Source: an optimization exercise on an open RTL-to-GDS flow (aim: small area). Production flows keep margins and buffers that such runs may drop.
Function was checked by simulation only, so behaviour that the tests miss may differ from the original.
Power and IR drop assume default switching activity.

==> design/flow/run.sh <==
#!/bin/bash
# synth_recipe.tcl (not shown) runs the flow's synth.tcl, then flattens the netlist and writes it again
# the make line also repeats each setting of config.mk as NAME=value (left out here)
make -C /OpenROAD-flow-scripts/flow DESIGN_CONFIG=/design/flow/config.mk WORK_HOME=/design/flow/orfs CLKGATE_MAP_FILE= SYNTH_SCRIPT=/design/flow/synth_recipe.tcl finish
==> design/flow/design.v <==
module IP_PS2_keyboard(clk,rst,ps2_clk,ps2_dat,ps2_code,ps2_done);
	input clk,rst,ps2_clk,ps2_dat;
	output reg[7:0] ps2_code; 
	output reg ps2_done;
	reg[7:0] PS2C_r; 
	wire PS2Cf;
	assign PS2Cf=(!rst)? 1'b1 : &PS2C_r;
	always @(posedge clk) 
		PS2C_r <= {ps2_clk,PS2C_r[7:1]};
	reg PS2Cf_d;
	always @(posedge clk or negedge rst)
		if(!rst) PS2Cf_d <= 1'b1;
		else PS2Cf_d <= PS2Cf;
	wire PS2Cf_fall = PS2Cf_d & ~PS2Cf;
	wire PS2Cf_rise = ~PS2Cf_d & PS2Cf;
	reg[10:0] register;
	always @(posedge clk or negedge rst) begin
		if(!rst) register<=11'h7ff;
		else if(PS2Cf_fall) register<={ps2_dat,register[10:1]};
	end
	reg[3:0] cnt;
	always @(posedge clk or negedge rst) begin
		if(!rst) cnt<=0;
		else if(PS2Cf_fall) begin
			if(cnt==10) cnt<=0; 
			else cnt<=cnt+4'd1;
		end
	end
	always @(posedge clk or negedge rst) begin
		if(!rst) begin 
			ps2_code<=8'h00;
			ps2_done<=0;
		end
		else if(PS2Cf_rise) begin
			if(cnt==10) begin
				if((register[9:2]!=8'hff)&(register[9:2]!=8'he0)&(register[9:2]!=8'hf0)) begin
					ps2_code<=register[9:2];
					ps2_done<=1;
				end				
			end
			else begin
				ps2_done<=0;
			end
		end
	end
endmodule
module ps2_deal_Model(clk,rst,ps2_done,ps2,P_up,P_down,P_left,P_right);
	input clk;
	input rst;
	input ps2_done;
	input [7:0]ps2;
	output reg P_up,P_down,P_left,P_right;
	always @(posedge clk or negedge rst)
		if(!rst)
			begin
				P_up <= 0; 
				P_down <= 0;
				P_left <= 0;
				P_right <= 0;
			end
		else if(ps2_done)
			case(ps2)
				8'h6b : P_left <= 1; 
				8'h72 : P_down <= 1;
				8'h74 : P_right <= 1;
				8'h75 : P_up <= 1;
				default: ;
			endcase
		else 
			begin
				P_up <= 0; 
				P_down <= 0;
				P_left <= 0;
				P_right <= 0;
			end
endmodule
module Game_control(clk,rst,P_up,P_down,P_left,P_right,vga_xpos,vga_ypos,vga_red,vga_green,vga_blue,the_end);
	input clk;
	input rst;
	input P_up,P_down,P_left,P_right;
	input [10:0]vga_xpos;
	input [9:0]vga_ypos;
	output vga_red;
	output vga_blue;
	output vga_green;
	output reg the_end;
	parameter DIV=2045;
	integer i,j;
	reg move,temp;
	always @(posedge clk or negedge rst)
		if(!rst)
			begin i <= 0; j <= 0; move <= 1'b0; temp <= 1'b0; end
		else if(i==DIV)
			begin i <= 1'b0; move <= ~move; end
		else if(j==DIV)
			begin j <= 1'b0; temp <= ~temp; end
		else
			begin i <= i + 1'b1; j <= j + 1'b1; end
	wire tick = (i!=DIV) && (j==DIV) && !temp;
	reg [3:0]state;
	parameter left=4'b0001,right=4'b0010,down=4'b0100,up=4'b1000;
	always @(posedge clk or negedge rst)
		if(!rst)
			state <= 4'b0000;
		else if(P_left)
			state <= left;
		else if(P_right)
			state <= right;
		else if(P_down)
			state <= down;
		else if(P_up)
			state <= up;
	parameter N=4;
	reg [11:0]m[2**N-1:0];
	reg [11:0]n[2**N-1:0];
	reg hit; 
	reg[N-1:0] hit_cnt;
	always @(negedge rst, posedge clk)
		if(!rst) begin 
			hit_cnt <= 1'b1;
			hit <= 1'b0;
		end
		else begin
			if(hit_cnt >= a) hit_cnt <= 1'b1;
			else begin
				hit_cnt <= hit_cnt + 1'b1;
				hit <= hit | ((m[0] == m[hit_cnt]) && (n[0] == n[hit_cnt]));
			end
		end
	wire wrap = (m[0] > 600) || (m[0] < 40) || (n[0] > 420) || (n[0] < 60);
	always @(posedge clk or negedge rst) begin
		if(!rst)
		begin m[0]<=200; n[0]<=200; the_end<=1'b0; end
		else if(tick) begin
			if(m[0] > 600)
				m[0] <= 40;
			else if(m[0] < 40)
				m[0] <= 600;
			else if( n[0] > 420)
				n[0] <= 60;
			else if( n[0] < 60)
				n[0] <= 420;
			else if(hit)
				begin m[0]<=0; n[0]<=0;the_end<=1'b1;end
			else
				begin
					case(state)
						left : m[0] <= m[0] - 12'd10;
						right : m[0] <= m[0] + 12'd10;
						down : n[0] <= n[0] + 12'd10;
						up: n[0] <= n[0] - 12'd10;
						default : m[0] <= m[0]+12'd10 ;
					endcase
				end
		end
	end
	integer long_cnt;
	always @(posedge clk)
		if(tick && !wrap && !hit)
			for(long_cnt=0; long_cnt<(2**N-1); long_cnt=long_cnt+1) begin
				m[long_cnt+1] <= m[long_cnt];
				n[long_cnt+1] <= n[long_cnt];
			end
	integer o,p,o_temp,p_temp;	
	always @(negedge rst,posedge clk)
		if(!rst) begin
				p <= 300; 
				o <= 300; 
				o_temp <= 100;
				p_temp <= 80;
		end
		else if(change)
			begin 
				p <= p_temp;
				o <= o_temp;
			end
		else if(o_temp > 400)
			o_temp <= 100;
		else if(o_temp <100)
			o_temp <= 400;
		else if(p_temp > 400)
			p_temp <= 80;
		else if(p_temp < 80)
			p_temp <= 400;
		else
			begin
				o_temp <= o_temp + 10;
				p_temp <= p_temp + 10;
			end
	reg change;
	always @(negedge rst, posedge clk)
		if(!rst) change <= 1'b0;   
		else 
		if(o==m[0] && p==n[0])
			change <= 1'b1;
		else
			change <= 1'b0;
	integer a;
	always @(negedge rst, posedge clk)
		if(!rst) a<=1'b0;    
		else if(!change && (o==m[0] && p==n[0])) begin
			if(a==2**N-1)    
				a <= 1'b0;
			else
				a <= a + 1'b1;
		end
	reg s_all;   
	integer dsp_cnt;
	always @(*) begin
		s_all = 0;
		for(dsp_cnt=0; dsp_cnt<2**N-1; dsp_cnt=dsp_cnt+1)
			if(dsp_cnt < a)
				s_all = s_all | s[dsp_cnt];
	end
	wire h;
	assign h = ((vga_xpos > m[0] ) && (vga_xpos < m[0] + 10) && (vga_ypos > n[0] ) && (vga_ypos < n[0] + 10) );
	reg s[2**N-2:0];
	integer s_cnt;
	always @(*) begin
		for(s_cnt=0; s_cnt<(2**N-1); s_cnt=s_cnt+1)
			s[s_cnt] = ((vga_xpos > m[s_cnt+1] ) && (vga_xpos < m[s_cnt+1] + 10) && (vga_ypos > n[s_cnt+1] ) && (vga_ypos < n[s_cnt+1] + 10) );
	end
	wire h_vaild = ((vga_xpos > 40 ) && (vga_xpos < 600 ) && (vga_ypos > 60	) && (vga_ypos < 420) ); 
	assign vga_green = h_vaild ? h : 1'b0;
	assign vga_blue = s_all;
	assign vga_red = ((vga_xpos > o ) && (vga_xpos < o + 10) && (vga_ypos > p	) && (vga_ypos < p + 10) );
endmodule
module Game_backgroud(vga_xpos,vga_ypos,vga_green);
	input [10:0]vga_xpos;
	input [9:0]vga_ypos;
	output vga_green;
	wire k1 , k2 , k3 , k4 ,k_all;
	assign k1 = ((vga_xpos > 30 ) && (vga_xpos < 40 ) && (vga_ypos > 50 ) && (vga_ypos < 440 ) );
	assign k2 = ((vga_xpos > 610 ) && (vga_xpos < 620 ) && (vga_ypos > 50 ) && (vga_ypos < 440 ) );
	assign k3 = ((vga_xpos > 30 ) && (vga_xpos <620 ) && (vga_ypos > 50 ) && (vga_ypos < 60 ) );
	assign k4 = ((vga_xpos > 30 ) && (vga_xpos < 620 ) && (vga_ypos > 430 ) && (vga_ypos < 440 ) );
	assign k_all = k1 | k2 | k3 | k4;
	wire d1,d2,d3,d4,d_all;
	assign d1 = ((vga_xpos > 40 ) && (vga_xpos < 50 ) && (vga_ypos > 20 ) && (vga_ypos < 40 ) );
	assign d2 = ((vga_xpos > 70 ) && (vga_xpos < 80 ) && (vga_ypos > 0 ) && (vga_ypos < 40 ) );
	assign d3 = ((vga_xpos > 40 ) && (vga_xpos <80 ) && (vga_ypos > 20 ) && (vga_ypos < 25 ) );
	assign d4 = ((vga_xpos > 40 ) && (vga_xpos < 80 ) && (vga_ypos > 35 ) && (vga_ypos < 40 ) );
	assign d_all = d1 | d2 | d3 | d4;
	wire l1,l2,l_all;
	assign l1 = ((vga_xpos > 200 ) && (vga_xpos < 210 ) && (vga_ypos > 0 ) && (vga_ypos < 40 ) );
	assign l2 = ((vga_xpos >200) && (vga_xpos < 230 ) && (vga_ypos > 35 ) && (vga_ypos < 40 ) );
	assign l_all = l1 | l2 ; 	
	wire h1,h2,h3,h_all;
	assign h1 = ((vga_xpos > 350 ) && (vga_xpos <360 ) && (vga_ypos > 0 ) && (vga_ypos < 40 ) );
	assign h2 = ((vga_xpos > 380 ) && (vga_xpos < 390 ) && (vga_ypos > 0 ) && (vga_ypos < 40 ) );
	assign h3 = ((vga_xpos > 350 ) && (vga_xpos < 390 ) && (vga_ypos > 18 ) && (vga_ypos < 23 ) );	
	assign h_all = h1 | h2 | h3 ;
	assign vga_green = k_all | d_all | l_all | h_all ;
endmodule
module merge(the_end,vga_b_green,vga_c_red,vga_c_green,vga_c_blue,vga_t_green,vga_red,vga_blue,vga_green);	
	input the_end;
	input vga_b_green;
	input vga_c_red;
	input vga_c_blue;
	input vga_c_green;
	input vga_t_green;
	output vga_red;
	output vga_blue;
	output vga_green;
	assign vga_red =  the_end ? 1'b0 : vga_c_red ;
	assign vga_blue = the_end ? 1'b0 : vga_c_blue;
	assign vga_green = the_end ? vga_t_green : (vga_b_green | vga_c_green);
endmodule
module The_End(vga_xpos,vga_ypos,vga_green);
	input [10:0] vga_xpos;
	input [9:0] vga_ypos;
	output vga_green;
	wire letter_t_1, letter_t_2,letter_t_all;
	assign letter_t_1  = ((vga_xpos > 60 ) && (vga_xpos < 120 ) && (vga_ypos > 200 ) && (vga_ypos < 205 ) );
	assign letter_t_2  = ((vga_xpos > 90 ) && (vga_xpos < 95 ) && (vga_ypos > 200 ) && (vga_ypos < 300 ) );
	assign letter_t_all = letter_t_1 | letter_t_2 ;
	wire letter_h_1, letter_h_2, letter_h_3,letter_h_all;
	assign letter_h_1  = ((vga_xpos > 160 ) && (vga_xpos < 165 ) && (vga_ypos > 200 ) && (vga_ypos < 300 ) );
	assign letter_h_2  = ((vga_xpos > 160 ) && (vga_xpos < 220 ) && (vga_ypos > 250 ) && (vga_ypos < 255 ) );
	assign letter_h_3  = ((vga_xpos > 215 ) && (vga_xpos < 220 ) && (vga_ypos > 250 ) && (vga_ypos < 300 ) );
	assign letter_h_all = letter_h_1 | letter_h_2 | letter_h_3;
	wire letter_e1_1, letter_e1_2,letter_e1_3, letter_e1_4, letter_e1_5 ,letter_e1_all;
	assign letter_e1_1  = ((vga_xpos > 260 ) && (vga_xpos < 320 ) && (vga_ypos > 220 ) && (vga_ypos < 225 ) );
	assign letter_e1_2  = ((vga_xpos > 260 ) && (vga_xpos < 265 ) && (vga_ypos > 220 ) && (vga_ypos < 300 ) );
	assign letter_e1_3  = ((vga_xpos > 260 ) && (vga_xpos < 320 ) && (vga_ypos > 250 ) && (vga_ypos < 255 ) );
	assign letter_e1_4  = ((vga_xpos > 260 ) && (vga_xpos < 320 ) && (vga_ypos > 295 ) && (vga_ypos < 300 ) );
	assign letter_e1_5  = ((vga_xpos > 315 ) && (vga_xpos < 320 ) && (vga_ypos > 220 ) && (vga_ypos < 255 ) );
	assign letter_e1_all = letter_e1_1 | letter_e1_2 | letter_e1_3 | letter_e1_4 | letter_e1_5;
	wire letter_e2_1, letter_e2_2,letter_e2_3, letter_e2_4 ,letter_e2_all;
	assign letter_e2_1  = ((vga_xpos > 360 ) && (vga_xpos < 420 ) && (vga_ypos > 200 ) && (vga_ypos < 205 ) );
	assign letter_e2_2  = ((vga_xpos > 360 ) && (vga_xpos < 365 ) && (vga_ypos > 200 ) && (vga_ypos < 300 ) );
	assign letter_e2_3  = ((vga_xpos > 360 ) && (vga_xpos < 410 ) && (vga_ypos > 250 ) && (vga_ypos < 255 ) );
	assign letter_e2_4  = ((vga_xpos > 360 ) && (vga_xpos < 420 ) && (vga_ypos > 295 ) && (vga_ypos < 300 ) );
	assign letter_e2_all = letter_e2_1 | letter_e2_2 | letter_e2_3 | letter_e2_4;	
	wire letter_n_1, letter_n_2, letter_n_3,letter_n_all;
	assign letter_n_1  = ((vga_xpos > 460 ) && (vga_xpos < 465 ) && (vga_ypos > 230 ) && (vga_ypos < 300 ) );
	assign letter_n_2  = ((vga_xpos > 460 ) && (vga_xpos < 520 ) && (vga_ypos > 230 ) && (vga_ypos < 235 ) );
	assign letter_n_3  = ((vga_xpos > 515 ) && (vga_xpos < 520 ) && (vga_ypos > 230 ) && (vga_ypos < 300 ) );
	assign letter_n_all = letter_n_1 | letter_n_2 | letter_n_3;	
	wire letter_d_1, letter_d_2,letter_d_3,letter_d_4,letter_d_all;
	assign letter_d_1  = ((vga_xpos > 560 ) && (vga_xpos < 565 ) && (vga_ypos > 250 ) && (vga_ypos < 300 ) );
	assign letter_d_2  = ((vga_xpos > 560 ) && (vga_xpos < 620 ) && (vga_ypos > 250 ) && (vga_ypos < 255 ) );
	assign letter_d_3  = ((vga_xpos > 560 ) && (vga_xpos < 620 ) && (vga_ypos > 295 ) && (vga_ypos < 300 ) );
	assign letter_d_4  = ((vga_xpos > 615 ) && (vga_xpos < 620 ) && (vga_ypos > 200 ) && (vga_ypos < 300 ) );
	assign letter_d_all = letter_d_1 | letter_d_2 | letter_d_3 | letter_d_4;
	assign vga_green = letter_t_all | letter_h_all | letter_e1_all | letter_e2_all | letter_n_all | letter_d_all; 
endmodule
module Game_Main_Model(clk,rst,P_up,P_down,P_left,P_right,vga_xpos,vga_ypos,vga_red,vga_blue,vga_green);
	input clk;
	input rst;
	input P_up,P_down,P_left,P_right;
	input [10:0]vga_xpos;
	input [9:0]vga_ypos;
	output vga_red;
	output vga_blue;
	output vga_green;
	wire [10:0]vga_xpos;
	wire [9:0]vga_ypos;
	wire vga_b_red,vga_b_blue,vga_b_green,vga_c_red,vga_c_blue,vga_c_green,vga_t_green,vga_f_blue,vga_red,vga_blue,vga_green;
	wire [200:0]s,m,n;
	wire s_all;
	wire [31:0]a;
	wire the_end;
	Game_control U1
					(.clk(clk),
					.rst(rst),
					.P_up(P_up),					
					.P_down(P_down),
					.P_left(P_left),
					.P_right(P_right),
					.vga_xpos(vga_xpos),
					.vga_ypos(vga_ypos),
					.vga_red(vga_c_red),
					.vga_blue(vga_c_blue),
					.vga_green(vga_c_green),
					.the_end(the_end));
	Game_backgroud U2
					(.vga_xpos(vga_xpos),
					.vga_ypos(vga_ypos),
					.vga_green(vga_b_green));
	merge U3
				(.the_end(the_end),
				.vga_b_green(vga_b_green),
				.vga_c_red(vga_c_red),
				.vga_c_blue(vga_c_blue),
				.vga_c_green(vga_c_green),
				.vga_t_green(vga_t_green),
				.vga_red(vga_red),
				.vga_blue(vga_blue),
				.vga_green(vga_green));	
	The_End U4
				(.vga_xpos(vga_xpos),
				.vga_ypos(vga_ypos),
				.vga_green(vga_t_green));					
endmodule
module IP_VGA_640X480(clk,rst,rgb_sig,vga_rgb,vga_hs,vga_vs,vga_xypos);
	input clk;
	input rst;
	input[2:0] rgb_sig;
	output[2:0] vga_rgb;
	output vga_hs, vga_vs;
	output[20:0] vga_xypos;
	parameter H_CNT_MAX=10'd800; 
	parameter H_HS=10'd96;
	parameter H_BP=10'd48;
	parameter H_DISP=10'd640;
	parameter H_FP=10'd16;
	parameter H_Left=H_HS+H_BP;
	parameter H_Right=H_HS+H_BP+H_DISP;
	parameter V_CNT_MAX=10'd521;
	parameter V_HS=10'd2;
	parameter V_BP=10'd29;
	parameter V_DISP=10'd480;
	parameter V_FP=10'd10;
	parameter V_Left=V_HS+V_BP;
	parameter V_Right=V_HS+V_BP+V_DISP;	
	reg clk_25M;
	always@(posedge clk or negedge rst)
		if(!rst) clk_25M<=0;
		else clk_25M<=~clk_25M;
	reg[9:0] h_cnt,v_cnt;
	always@(posedge clk or negedge rst) begin
		if(!rst) begin
			h_cnt<=0;
			v_cnt<=0;
		end
		else if(!clk_25M) begin
			if(h_cnt==(H_CNT_MAX-1)) begin
				h_cnt<=0;
				if(v_cnt==(V_CNT_MAX-1)) v_cnt<=0;
				else v_cnt<=v_cnt+10'd1;
			end
			else h_cnt<=h_cnt+10'd1;
		end
	end
	wire[10:0]vga_xpos;
	wire[9:0]vga_ypos;
	assign vga_xypos={vga_xpos,vga_ypos};
	assign vga_xpos = h_cnt - H_Left;
	assign vga_ypos = v_cnt - V_Left;
	assign vga_hs=(h_cnt<H_HS)? 1'b0: 1'b1;
	assign vga_vs=(v_cnt<V_HS)? 1'b0: 1'b1;
	wire disp_valid;
	assign disp_valid=((h_cnt>=H_Left)&&(h_cnt<H_Right)&& (v_cnt>=V_Left)&&(v_cnt<V_Right)) ? 1'b1:1'b0;
	assign vga_rgb = disp_valid ? rgb_sig : 3'b000;
endmodule
module Game
	(
		input clk,
		input rst,
		input ps2_clk,
		input ps2_dat,
        output vga_hs,
        output vga_vs,
		output[2:0] vga_rgb
	);
	wire P_up,P_down,P_left,P_right,ps2_done,vga_red,vga_blue,vga_green;
	wire[2:0] vga_color;
	wire [7:0]ps2;
	wire [7:0]ps2_code;
	wire [10:0]vga_xpos;
	wire [9:0]vga_ypos;
	wire [20:0]vga_zuobiao;
	assign vga_color={vga_red,vga_green,vga_blue};
	assign {vga_xpos,vga_ypos}=vga_zuobiao;
	IP_PS2_keyboard U0(.clk(clk),
	                .rst(rst),
	                .ps2_clk(ps2_clk),
	                .ps2_dat(ps2_dat),
	                .ps2_done(ps2_done),
	                .ps2_code(ps2));
	ps2_deal_Model U1
				(.clk(clk),
				.rst(rst),
				.ps2_done(ps2_done),
				.ps2(ps2),
				.P_up(P_up),
				.P_down(P_down),
				.P_left(P_left),
				.P_right(P_right));
	Game_Main_Model U2
				(.clk(clk),
				.rst(rst),
				.P_up(P_up),
				.P_down(P_down),
				.P_left(P_left),
				.P_right(P_right),
				.vga_xpos(vga_xpos),
                .vga_ypos(vga_ypos),
				.vga_red(vga_red),
				.vga_blue(vga_blue),
				.vga_green(vga_green));
	IP_VGA_640X480 U3(.clk(clk),
	                   .rst(rst),
	                   .rgb_sig(vga_color), 
	                   .vga_rgb(vga_rgb),														
	                   .vga_hs(vga_hs),
	                   .vga_vs(vga_vs),
	                   .vga_xypos(vga_zuobiao));
endmodule
==> design/flow/constraint.sdc <==
create_clock -name core_clock -period 11.0 [get_ports {clk}]
set_input_delay 2.2000 -clock core_clock [delete_from_list [all_inputs] [get_ports {clk}]]
set_output_delay 2.2000 -clock core_clock [all_outputs]
set_load 0.01 [all_outputs]
==> design/flow/config.mk <==
export PLATFORM = sky130hd
export DESIGN_NAME = Game
export DESIGN_NICKNAME = Game
export VERILOG_FILES = /design/flow/design.v
export SDC_FILE = /design/flow/constraint.sdc
export NUM_CORES = 4
export LEC_CHECK = 0
export CAP_MARGIN = 20
export CORE_MARGIN = 2
export CORE_UTILIZATION = 40
export SLEW_MARGIN = 20
==> impl_results.md <==
- Run status: timing/DRC/antenna clean
- Number of H-tree levels: 3
- Syn-to-layout area delta: 9.381%
- Number of max-slew violations in the final report: 0
- RSZ-0062 raised after global routing: no
- YS warnings: 7
- Power per cell area: just under 100 nW/um^2
- Crit Path Category: flop to output port
- Synth Area per Inst: between 9 and 10 um^2
- Cell internal power dissipation: between 4 and 5 mW
- Top cells by count, synth: sky130_fd_sc_hd__ha_1 (741), sky130_fd_sc_hd__inv_1 (436), sky130_fd_sc_hd__xnor2_1 (347)
- Wire length of the first global-routing pass: around 250000 um
- Setup crit end kind: output port
- Number of global-route vias before repair: approximately 41000
- Most frequent cell after synthesis: sky130_fd_sc_hd__ha_1
- Final weighted congestion in routability-driven placement: ~1
- Clock network power share: 50.1%
- Post-synthesis instance area: ~50000 um^2
- Number of antenna violations at the first check in global routing: 3
- Prevailing post-synth register cell: sky130_fd_sc_hd__edfxtp_1
- R2r setup slk: 6.43 ns
- Number of enable flip-flop cells after synthesis: between 300 and 400
- Starting density of the core: about two fifths
- Post-route clock period utilization: slightly above 80%
- Sink count of the clock tree: 640
- Overflow after GRT: 0
- Slew @ Worst Pin: about 1.1 ns
- Clock transition at the registers of the reported paths: about 0.060 ns
- Sum of net half-perimeters after detailed placement: between 100000 and 150000 um
- Global-route total usage across every layer: 25.77%
- Hold Path Origin: U0.PS2C_r[2]
- Iter 0 DRT Violations: 4347
- Worst supply voltage drop on vdd: between 0.00015 and 0.0002 V
- Worst clock skew: between 0.02 and 0.03 ns
- Part of the total power dissipated in combinational logic: roughly 1.5%
- Final net count: a little over 6000
- Post-DR wirelength/cell: 23.95 um
- Largest buffer count on any clock path: 3
- Ratio of cells with drive above 1 in the final layout: 6.174%
- Hold Crit Class: flop to flop
- Startpoint types: flop
- Die H: 358.4 um
- Fin crit period: 9.145 ns
- Reg2Reg Capture Point: U2.U1.n[13][5]
- Area of the core: roughly 130000 um^2
- Hold Buf Count CTS: 0
- Instance count of the mapped netlist: approximately 5300
- Net switching component of the power: 1.183 mW
- TritonCTS clock tree: yes
- Std-Cell Rows: 130
- Timing-limited maximum frequency: between 0.1 and 0.15 GHz
- Number of buffers created by CTS: 75
- Post-CTS setup buffer count: 0
- Number of primary I/O pins: 9
- Number of library cell types mapped by synthesis: 85
- Top cells by area in the synthesized netlist: sky130_fd_sc_hd__edfxtp_1 (20%), sky130_fd_sc_hd__ha_1 (18%), sky130_fd_sc_hd__dfrtp_1 (14%), sky130_fd_sc_hd__xnor2_1 (6.1%), sky130_fd_sc_hd__o21ai_0 (3.4%)
- Arrival time of data at the critical path endpoint: 6.94 ns
- Final setup slack of the worst path: roughly 1.9 ns
- Number of nets produced by synthesis: 6063
- Remaining routing DRC violations: 0
- Routed via count: between 40000 and 50000
- Hold WS: roughly 0.35 ns
- Switching share of power: between 20% and 30%
- Maximum number of pins on one net before global-route repair: 150
- Sum of negative setup slack: 0 ns
- Share of flip-flops with an asynchronous set or reset after synthesis: between 40 and 50%
- Worst Hold Depth: 0
- Worst R2R Path Depth: 8
- Root Buffer Master: sky130_fd_sc_hd__clkbuf_16
- Ratio of routed vias to standard cells: 6.081
- Final hold viol count: 0
- Max_cap viols: 0
- Critical register-to-register path startpoint: U2.U1.n[0][1]
- Horiz. Die Dim: ~360 um
- Clock latency at the later pin of the worst-skew pair: approximately 0.70 ns
- Part of the Yosys area used for sequential elements: 35.17%
- Max-slew headroom at the worst pin: between 20% and 30%
- Destination of the worst hold path: U0.PS2C_r[1]
- Total wire length after detailed routing: ~170000 um
- Number of buffer cells added on primary ports: 8
- LEAKAGE: roughly 24 nW
- Post-CTS Resized: 0
- Number of setup violations in the final report: 0
- Number of antenna-violating nets in the routed design: 0
- Post-Place Setup Slack: 2.696 ns
- Required time worst endpoint: a little under 9 ns
- Die footprint: roughly 130000 um^2
- Largest area contributor in the synthesized netlist: sky130_fd_sc_hd__edfxtp_1
- Detailed Routing Iterations Pass 1: 9
- Seq cells post-synth: 640
- Area share of the leading cell type in the synthesized netlist: 19.73%
- Maximum fanout count along the critical path: 40
- Share of total power in sequential cells: just under 50%
-- critical path: stages (launching register included) --
cell and delay, ns:
sky130_fd_sc_hd__dfrtp_1 0.91, sky130_fd_sc_hd__inv_2 0.07, sky130_fd_sc_hd__buf_4 0.39, sky130_fd_sc_hd__ha_1 0.80
sky130_fd_sc_hd__inv_2 0.51, sky130_fd_sc_hd__ha_1 0.47, sky130_fd_sc_hd__nand4_1 0.12, sky130_fd_sc_hd__a211oi_1 0.22
sky130_fd_sc_hd__o221ai_1 0.17, sky130_fd_sc_hd__a2111o_1 0.43, sky130_fd_sc_hd__a2111oi_0 0.54, sky130_fd_sc_hd__nand4_1 0.15
sky130_fd_sc_hd__o32ai_1 0.33, sky130_fd_sc_hd__o41ai_1 0.15, sky130_fd_sc_hd__a41oi_1 0.35, sky130_fd_sc_hd__clkdlybuf4s50_1 0.62
-- stage by stage --
step                total power [mW]  instances  cell area [um^2]  utilization [%]
global placement               2.702       6891             52360            41.86
detailed placement             2.707       6891             52360            41.86
global route                   5.472       7027             54940            43.92
finish                         5.323       7028             54940            43.92
floorplan                      2.664       5316             50230                -
CTS                            5.369       7027             54940            43.92
-- kinds of logic (layout without fill, tap and decap cells) --
group                      after synthesis  after routing  share of synthesized area, %
and+or+nand+nor                       1586           1586                         16.15
AOI/OAI and AO/OA                     1233           1233                         16.07
adders and majority gates              743            743                         18.54
DFF                                    640            640                         35.17
buffers and inverters                  581            642                         4.352
xor gates and xnor gates               437            437                         7.620
muxes                                   96             96                         2.095
other                                    0              1                             0
-- cell usage in the layout (no fill, tap or decap), types with 26 or more instances in the layout --
master and n:
sky130_fd_sc_hd__a2111oi_0 27, sky130_fd_sc_hd__a211oi_1 54, sky130_fd_sc_hd__a21o_1 76, sky130_fd_sc_hd__a21oi_1 245, sky130_fd_sc_hd__a221oi_1 27, sky130_fd_sc_hd__a22o_1 31
sky130_fd_sc_hd__a22oi_1 94, sky130_fd_sc_hd__a31oi_1 55, sky130_fd_sc_hd__and2_1 35, sky130_fd_sc_hd__and3_1 53, sky130_fd_sc_hd__buf_4 59, sky130_fd_sc_hd__clkbuf_16 75
sky130_fd_sc_hd__dfrtp_1 268, sky130_fd_sc_hd__dfstp_2 30, sky130_fd_sc_hd__edfxtp_1 330, sky130_fd_sc_hd__ha_1 740, sky130_fd_sc_hd__inv_1 424, sky130_fd_sc_hd__mux2_2 73
sky130_fd_sc_hd__nand2_1 313, sky130_fd_sc_hd__nand2b_1 65, sky130_fd_sc_hd__nand3_1 159, sky130_fd_sc_hd__nand4_1 171, sky130_fd_sc_hd__nor2_1 344, sky130_fd_sc_hd__nor2b_1 56
sky130_fd_sc_hd__nor3_1 152, sky130_fd_sc_hd__nor4_1 97, sky130_fd_sc_hd__o2111ai_1 26, sky130_fd_sc_hd__o21a_1 38, sky130_fd_sc_hd__o21ai_0 338, sky130_fd_sc_hd__o31ai_1 31
sky130_fd_sc_hd__xnor2_1 346, sky130_fd_sc_hd__xor2_1 89
-- worst max-delay path by stage --
| stage | start | end | cells past startpoint |
|---|---|---|---|
| floorplan | U2.U1.m[0][1] | U2.U1.m[10][10] | 7 |
| detailed placement | U3.h_cnt[4] | vga_rgb[1] | 15 |
| finish | U3.h_cnt[4] | vga_rgb[1] | 15 |
| global placement | U3.h_cnt[4] | vga_rgb[0] | 15 |
| CTS | U3.h_cnt[4] | vga_rgb[1] | 15 |
| global route | U3.v_cnt[1] | vga_rgb[0] | 17 |
-- area by class of cell --
| class | count | area [um^2] |
|---|---|---|
| Tap cell | 1650 | 2064 |
| Antenna cell | 1 | 2.502 |
| Multi-Input combinational cell | 4095 | 30440 |
| Clock buffer | 93 | 1984 |
| Inverter | 438 | 1644 |
| Clock inverter | 43 | 590.6 |
| Timing Repair Buffer | 68 | 548.0 |
| Sequential cell | 640 | 17670 |
| Fill cell | 11950 | 70140 |
-- layer usage --
| metal | routed length [um] | vias up | global-route usage [%] |
|---|---|---|---|
| li1 | - | 19740 | - |
| met1 | 70920 | 20890 | 33.71 |
| met2 | 75750 | 1690 | 40.89 |
| met3 | 13400 | 416 | 5.386 |
| met4 | 8194 | 4 | 11.67 |
| met5 | 22 | - | 0 |
-- sequential cells by signal, indices dropped and copies added (netlist names), 8 cells and up --
register / cells
U0.PS2C_r: 8
U2.U1.j: 32
U2.U1.p_temp: 31
U0.register: 9
U2.U1.a: 32
U2.U1.o_temp: 31
U2.U1.n: 176
U3.v_cnt: 10
U2.U1.o: 31
U2.U1.i: 32
U0.ps2_code: 8
U2.U1.p: 31
U3.h_cnt: 10
U2.U1.m: 176
-- power by group through the flow --
| stage | registers [mW] | logic (mW) | clock network [mW] |
|---|---|---|---|
| after floorplan | 2.62 | 0.0487 | 0 |
| after global placement | 2.62 | 0.0778 | 0 |
| after detailed placement | 2.63 | 0.0804 | 0 |
| after CTS | 2.58 | 0.0810 | 2.71 |
| after global routing | 2.58 | 0.0899 | 2.80 |
| final | 2.58 | 0.0778 | 2.67 |

[what the ideal ports hide]
The flow's constraints put no driver on any port. The routed layout listed below was extracted and timed again, unchanged, in two steps.
Step 1: set_driving_cell puts a clkbuf_16 on clk and a buf_2 on each other input, an assumption about the parent block.
Step 2 adds t to the input delays and takes it off the output delays; t is the mean of the earliest and latest rising clock arrival at the registers after step 1. Input paths then give back, and output paths get back, about the clock's delay inside the block.
Three values: no drivers, after step 1, after step 2; two values: the first two.
t (ns): 0.760
setup WS [ns]: 1.855 / 1.785 / 2.545
worst hold slack (ns): 0.350 / 0.350 / 0.350
After both steps setup and hold are still met in this run. For this run, drivers alone change the setup slack by -0.070 ns; drivers and shift together by +0.690 ns.
